From an optimization exercise on the open Yosys and OpenROAD flow, aimed at small area, a short achievable clock period and few clock cycles; shortcuts taken in it are not production practice.
Function was checked by simulation only, so behaviour that the tests miss may differ from the original.
Power is estimated from default activity; no workload was simulated.

== old ==
Design bst_sorter_top, start of the top module:
module bst_sorter_top (
	input 			clk,
	input 			rstn,
	input 			sw_rst,
	input [4:0]		i_cnfg_elems_num,
	input 			i_enable,
	output logic 		o_sorter_phase,
	input 			new_elem_valid,
	input [15:0] 		new_elem_key,
	input [31:0] 		new_elem_value,
	output logic 		new_elem_ack,
	output logic 		sort_is_done_pls,
	output logic [15:0]	min_elem_key,
	output logic [31:0]	min_elem_value,
	output logic [15:0]	max_elem_key,
	output logic [31:0]	max_elem_value,
	input 			get_all_sorted_data_req_pls,
	output logic 		get_all_sorted_data_done_lvl,
	output logic [3:0] 	get_elem_idx,
	output logic		get_elem_valid,
	output logic [15:0] 	get_elem_key,
	output logic [31:0] 	get_elem_value
	);
For scale: about 2900 cells after synthesis, roughly 210 I/O pins, roughly 0.034 sq mm of cells after synthesis.
clock: 10.0 ns
lec_check: 0
abc_clock_period_in_ps: 3000
cap_margin: 20
core_margin: 2
core_utilization: 40
slew_margin: 20
standard.sh (not shown) runs the stock make flow with config.mk's settings and CLKGATE_MAP_FILE= SYNTH_SCRIPT=/design/flow/synth_recipe.tcl, a recipe that flattens the netlist after the stock synthesis.
==> flow/flow/run.sh <==
#!/bin/bash
set -euo pipefail
bash standard.sh SETUP_SLACK_MARGIN=6.4 \
	BUFFER_PORTS_ARGS="-buffer_cell sky130_fd_sc_hd__buf_1" \
	CTS_CLUSTER_SIZE=22 CTS_CLUSTER_DIAMETER=80 \
	finish > standard.log 2>&1
old finished all stages; the layout is clean.
Testbench counts of old, summed over its fixed seeds: cycles 14,738.
Changes in new relative to old:
- CORE_UTILIZATION now 60, was 40
--- outcome ---
Comparing old with new, the arrival time at the worst endpoint came out essentially unchanged. Diff old -> new | shortest clock period the worst path allows after layout | increase of 0.065 ns. Hold slack was lower in old than in new.

* * *

## the previous run
bst_sorter_top, a different RTL version from the one above (not shown whole).
Size in the first run: about 2900 cells after synthesis, about 0.034 sq mm of cells after synthesis.
Settings: LEC_CHECK=0, ABC_CLOCK_PERIOD_IN_PS=3000, CAP_MARGIN=20, CORE_MARGIN=2, CORE_UTILIZATION=40, SLEW_MARGIN=20; clock period 10.0 ns.
==> flow/flow/run.sh <==
#!/bin/bash
set -euo pipefail
bash standard.sh SETUP_SLACK_MARGIN=6.8 \
	BUFFER_PORTS_ARGS="-buffer_cell sky130_fd_sc_hd__buf_1" \
	CTS_CLUSTER_SIZE=22 CTS_CLUSTER_DIAMETER=80 \
	finish > standard.log 2>&1
Testbench counts of the previous run, summed over its fixed seeds: cycles 14,738.
The following lists how the current run was set up differently from the previous run:
-- flow/flow/run.sh --
<<< the previous run, line 3
bash standard.sh SETUP_SLACK_MARGIN=6.8 \
>>> the current run, line 3
bash standard.sh SETUP_SLACK_MARGIN=6.4 \
Findings:
The current run went all the way through synthesis, placement and routing and the layout is clean on timing, DRC and antenna. In the tables for the current run and the previous run, sequential fraction of total cell area reads lower with the previous run. Between the current run and the previous run, the power of the combinational group is lower for the current run. Total area of multi-input combinational cells: the current run < the previous run. Compared with the previous run, leakage power figure in the current run decreased by a few percent. Against the previous run, peak ir drop on the vdd network in the current run fell by a little under 10%. The current run vs. the previous run: fill cell total of the finished layout went up by 89. Against the previous run, routed wire length in the current run came out better. After synthesis and placement, the instance count of the current run is below that of the previous run. From the previous run to the current run the numbers moved as follows: portion of total power attributed to the clock network higher, power after layout lower, layout-stage area growth over the synthesis result lower.

* * *

## exp/quartz
Another version of the RTL of bst_sorter_top (not shown whole).
Size: ~2700 cells after synthesis, roughly 990 flip-flops, roughly 210 I/O pins, about 33000 um2 of cells after synthesis.
clock: 10.0 ns
lec_check: 0
abc_clock_period_in_ps: 3000
cap_margin: 20
core_margin: 2
core_utilization: 40
slew_margin: 20
==> flow/flow/run.sh <==
#!/bin/bash
set -euo pipefail
bash standard.sh SETUP_SLACK_MARGIN=6.75 \
	BUFFER_PORTS_ARGS="-buffer_cell sky130_fd_sc_hd__buf_1" \
	CTS_CLUSTER_SIZE=22 CTS_CLUSTER_DIAMETER=80 \
	finish > standard.log 2>&1
Testbench counts of exp/quartz, summed over its fixed seeds: cycles 15,218.
Changes in exp/fjord relative to exp/quartz:
==> flow/flow/run.sh <==
#!/bin/bash
set -euo pipefail
bash standard.sh SETUP_SLACK_MARGIN=6.6 \
	BUFFER_PORTS_ARGS="-buffer_cell sky130_fd_sc_hd__buf_1" \
	CTS_CLUSTER_SIZE=27 CTS_CLUSTER_DIAMETER=90 \
	finish > standard.log 2>&1
--- outcome ---
Clock buffer count in the final layout in exp/fjord is 19% below exp/quartz. For placement-stage cell area, exp/fjord and exp/quartz come out practically identical. Flip-flop and latch count after synthesis came out exactly the same in exp/fjord and exp/quartz. Of exp/fjord and exp/quartz, exp/fjord shows the lower power consumed by combinational cells, with exp/quartz above it. Going from exp/quartz to exp/fjord, wire length of the first global-routing pass shrinks by 3.4 mm. Compared with exp/quartz, exp/fjord ends up with less cell area.
Input changes introduced in exp/raven (baseline for comparison: exp/fjord):
diff --git a/flow/flow/run.sh b/flow/flow/run.sh
--- a/flow/flow/run.sh
+++ b/flow/flow/run.sh
@@ -3 +3 @@
-bash standard.sh SETUP_SLACK_MARGIN=6.6 \
+bash standard.sh SETUP_SLACK_MARGIN=6.75 \
==> comparison <==
- Looking at worst hold-check slack, exp/raven sits 0.0065 ns above exp/fjord.
- Wire: exp/raven routes more than exp/fjord
- Measured against each other, exp/raven and exp/fjord differ in worst-margin pin slew, the higher figure coming from exp/raven.
- In exp/raven the final area turned out about 1.8% higher than in exp/fjord.
- Delta(buffer count excluding the clock tree in the final layout, exp/raven - exp/fjord) > 0
- exp/raven: global-route usage 0.59 points above exp/fjord
- Between exp/raven and exp/fjord, clock share of power is lower for exp/raven, exp/fjord comes in above that.

-- what the ideal ports hide --
No port has a modelled driver above. Below, the same layouts with a new extraction and two added sets of constraints. Step 1 sets driving cells, clkbuf_16 on the clock port and buf_2 on the other inputs (assumed; they add their load-dependent delay and slew). Step 2 times the ports against the registers' clock, not the clock port: input delays grow and output delays shrink by t, the midpoint of the rising clock arrivals with the driver on. Three values: ideal, step 1, step 2; two values: the first two.
run | t, ns | slack for setup (ns) | worst setup path at the end | pins driven straight from the clock port
old | 0.724 | 6.273 / 6.231 / 5.506 | input to register | 1
new | 0.683 | 6.208 / 6.219 / 5.536 | input to register | 1
the previous run | 0.716 | 6.362 / 6.362 / 5.754 | input to register | 1
the current run | 0.730 | 6.302 / 6.302 / 5.720 | input to register | 1
exp/quartz | 0.712 | 6.709 / 6.643 / 6.210 | input to register | 1
exp/fjord | 0.680 | 6.642 / 6.577 / 6.132 | input to register | 1
exp/raven | 0.706 | 6.695 / 6.626 / 6.238 | input to register | 1
After both steps every run listed still meets setup and hold. The setup slack of old, which loses most, moves by -0.042 ns with the drivers and by -0.767 ns with both steps.
